Context: an optimization exercise on an open-source flow, tuned for small area, a short achievable clock period and few clock cycles per item. The choices shown serve that exercise and are no tape-out recipe. Only simulation tests tie the RTL to the original design; equivalence was not proved. The clock port is modelled as an ideal driver; clocking choices that lean on that would not hold on a real chip.

Setup of zinc:
// booth_fsm
module booth_fsm
# (parameter DATAWIDTH = 32)
(
  input                        clk,
  input                        rstn,
  input                        en,
  input        [DATAWIDTH-1:0] multiplier,
  input        [DATAWIDTH-1:0] multiplicand,
  output reg                   done,
  output reg [2*DATAWIDTH-1:0] product
);
wire [31:0] A = multiplicand;
wire [31:0] B = multiplier;
wire one0;
wire two0;
wire pp0_0;
wire pp0_1;
wire pp0_2;
wire pp0_3;
wire pp0_4;
wire pp0_5;
wire pp0_6;
wire pp0_7;
wire pp0_8;
wire pp0_9;
wire pp0_10;
wire pp0_11;
wire pp0_12;
wire pp0_13;
wire pp0_14;
wire pp0_15;
wire pp0_16;
wire pp0_17;
wire pp0_18;
wire pp0_19;
wire pp0_20;
wire pp0_21;
wire pp0_22;
wire pp0_23;
wire pp0_24;
wire pp0_25;
wire pp0_26;
wire pp0_27;
wire pp0_28;
wire pp0_29;
wire pp0_30;
wire pp0_31;
wire pp0_32;
wire one1;
wire two1;
wire pp1_0;
wire pp1_1;
wire pp1_2;
wire pp1_3;
wire pp1_4;
wire pp1_5;
wire pp1_6;
wire pp1_7;
wire pp1_8;
wire pp1_9;
wire pp1_10;
wire pp1_11;
wire pp1_12;
wire pp1_13;
wire pp1_14;
wire pp1_15;
wire pp1_16;
wire pp1_17;
wire pp1_18;
wire pp1_19;
wire pp1_20;
wire pp1_21;
wire pp1_22;
wire pp1_23;
wire pp1_24;
wire pp1_25;
wire pp1_26;
wire pp1_27;
wire pp1_28;
wire pp1_29;
wire pp1_30;
wire pp1_31;
wire pp1_32;
wire one2;
wire two2;
wire pp2_0;
wire pp2_1;
wire pp2_2;
wire pp2_3;
wire pp2_4;
wire pp2_5;
wire pp2_6;
wire pp2_7;
wire pp2_8;
wire pp2_9;
wire pp2_10;
wire pp2_11;
wire pp2_12;
wire pp2_13;
wire pp2_14;
wire pp2_15;
wire pp2_16;
wire pp2_17;
wire pp2_18;
wire pp2_19;
wire pp2_20;
wire pp2_21;
wire pp2_22;
wire pp2_23;
wire pp2_24;
wire pp2_25;
wire pp2_26;
wire pp2_27;
wire pp2_28;
wire pp2_29;
wire pp2_30;
wire pp2_31;
wire pp2_32;
wire one3;
wire two3;
wire pp3_0;
wire pp3_1;
wire pp3_2;
wire pp3_3;
wire pp3_4;
wire pp3_5;
wire pp3_6;
wire pp3_7;
wire pp3_8;
wire pp3_9;
wire pp3_10;
wire pp3_11;
wire pp3_12;
wire pp3_13;
wire pp3_14;
  ...
clock: 6.0 ns
lec_check: 0
cap_margin: 20
core_margin: 2
core_utilization: 40
slew_margin: 20
synth_hierarchical: 1
standard.sh (not shown) runs the stock make flow with config.mk's settings and CLKGATE_MAP_FILE= SYNTH_SCRIPT=/design/flow/synth_recipe.tcl, a recipe that flattens the netlist after the stock synthesis.
==> flow/flow/run.sh <==
#!/bin/bash
# Own layout flow: the standard ORFS flow with two changes.
#  - ports are buffered with a plain buffer (buf_2) instead of the delay
#    buffer buffer_ports picks by default; every port still gets a buffer;
#  - before floorplanning, combinational cells that synthesis upsized are set
#    back to their smallest drive strength (registers are left alone); the
#    resizer then upsizes only what timing needs;
#  - before clock tree synthesis the buffers that timing-driven placement
#    added are taken out again (flow/rebuffer.tcl).
set -euo pipefail
here=$(pwd)
export BUFFER_PORTS_ARGS="-buffer_cell sky130_fd_sc_hd__buf_2"
export PRE_FLOORPLAN_TCL="$here/flow/downsize.tcl"
export PRE_CTS_TCL="$here/flow/rebuffer.tcl"
bash standard.sh > "$here/standard.log" 2>&1
==> flow/flow/rebuffer.tcl <==
# Before clock tree synthesis: take out the buffers that timing-driven global
# placement inserted inside the design (port buffers stay), fix slew,
# capacitance and fanout again, and legalize; the repair after clock tree
# synthesis then buffers or sizes only the paths that need it.
set_dont_use $::env(DONT_USE_CELLS)
# the repair after clock tree synthesis aims for some slack, as routed
# wires come out slower than their placement estimates
set ::env(SETUP_SLACK_MARGIN) 0.3
set n 0
set block [ord::get_db_block]
foreach inst [$block getInsts] {
  if {![string match place* [$inst getName]]} { continue }
  set in_it [$inst findITerm A]
  set out_it [$inst findITerm X]
  if {$in_it eq "NULL" || $out_it eq "NULL"} { continue }
  set in_net [$in_it getNet]
  set out_net [$out_it getNet]
  if {[llength [$out_net getBTerms]] > 0} { continue }
  foreach it [$out_net getITerms] {
    if {[$it getInst] eq $inst} { continue }
    $it disconnect
    $it connect $in_net
  }
  $in_it disconnect
  $out_it disconnect
  odb::dbInst_destroy $inst
  odb::dbNet_destroy $out_net
  incr n
}
puts "rebuffer: removed $n placement buffers"
estimate_parasitics -placement
repair_design -cap_margin $::env(CAP_MARGIN) -slew_margin $::env(SLEW_MARGIN)
detailed_placement
Other scripts of this flow, unchanged in this note and not shown: flow/flow/downsize.tcl
zinc finished end to end and its layout was clean on timing, DRC and antenna.
Testbench counts of zinc, summed over its fixed seeds: cycles 2,048, items 2,048.
### zinc -> violet
==> flow/flow/rebuffer.tcl <==
# Before clock tree synthesis: take out the buffers that timing-driven global
# placement inserted (keeping a buffer on every port), fix only slew, capacitance and fanout again, and
# legalize; the repair after clock tree synthesis then buffers or sizes only
# the paths that need it.
# remove_buffers takes out every buffer, the port buffers too, so the ports
# are buffered again right after, as global placement did.
set_dont_use $::env(DONT_USE_CELLS)
puts "rebuffer: removing [llength [get_cells -quiet place*]] placement buffers"
remove_buffers
buffer_ports -buffer_cell sky130_fd_sc_hd__buf_2
# and set the cells placement upsized back to their smallest size
source [file join [file dirname [info script]] downsize.tcl]
estimate_parasitics -placement
repair_design -cap_margin $::env(CAP_MARGIN) -slew_margin $::env(SLEW_MARGIN)
detailed_placement
## What came out
Flow for violet halted at clock tree synthesis, error code STA-2204.
From zinc to violet the numbers moved as follows: pre-CTS setup slack barely changed; number of instances in the synthesized netlist neither gained nor lost much; die outline width neither gained nor lost much.
From zinc to violet, mean area per synthesized cell did not move at all.
Between violet and zinc, the difference in count of port buffers added during placement is negligible.
Re initial cell density of the core: no difference whatsoever between violet and zinc.
Re half-perimeter wire length after placement: no difference whatsoever between zinc and violet.
In terms of area after synthesis, zinc and violet differ only marginally.
--- input diff violet..tundra ---
Settings: putting PLACE_DENSITY at 0.65 where nothing was set.
==> flow/flow/run.sh <==
#!/bin/bash
# Own layout flow: the standard ORFS flow with two changes.
#  - ports are buffered with a plain buffer (buf_2) instead of the delay
#    buffer buffer_ports picks by default; every port still gets a buffer;
#  - before floorplanning, combinational cells that synthesis upsized are set
#    back to their smallest drive strength (registers are left alone); the
#    resizer then upsizes only what timing needs.
set -euo pipefail
here=$(pwd)
export BUFFER_PORTS_ARGS="-buffer_cell sky130_fd_sc_hd__buf_2"
export PRE_FLOORPLAN_TCL="$here/flow/downsize.tcl"
bash standard.sh > "$here/standard.log" 2>&1
removed: flow/flow/rebuffer.tcl
Results
- Diff tundra..violet | total I/O pin count | unchanged
- ~same initial core utilization in tundra and violet
- Re placed cell count: tundra is 22 down on violet.
- Comparing violet with tundra, the synthesized area came out essentially unchanged.
- violet has higher HPWL reported at the end of detailed placement than tundra.
- Final weighted congestion of routability-driven global placement across tundra and violet: no real change.
- As far as height of the die goes, violet and tundra are indistinguishable; the numbers are identical.
- On tundra: worst setup slack after placement is 0.024 ns lower than what violet gave.
- Ran to the end and failed final checks on setup timing: tundra.
- As far as cell count after synthesis goes, tundra and violet are indistinguishable; the numbers are identical.
- Placed instance area across tundra and violet: no real change.

## port drivers added, routing unchanged
How much do the figures lean on ideal ports? The routed layouts below were timed once more, with nothing changed but the port constraints. Step 1 sets driving cells, clkbuf_16 on the clock port and buf_2 on the other inputs (assumed; they add their load-dependent delay and slew). Step 2 times the ports against the registers' clock, not the clock port: input delays grow and output delays shrink by t, the midpoint of the rising clock arrivals with the driver on. Three values: ideal ports, drivers, drivers and shift; two values: the first two.
| run | t (ns) | setup slack, ns | hold WS [ns] | worst data-port slew with drivers (ns) | cell pins on the clock port's net |
|---|---|---|---|---|---|
| zinc | 0.396 | 0.146 / -0.029 / -0.425 | 0.617 / 0.599 / 0.995 | 0.32 | 1 |
| tundra | 0.395 | -0.007 / 0.017 / -0.378 | 0.618 / 0.598 / 0.992 | 0.08 | 1 |
With both steps, setup timing fails in zinc, where it was met with ideal ports. For zinc, which loses most, drivers alone change the setup slack by -0.175 ns; drivers and shift together by -0.571 ns.
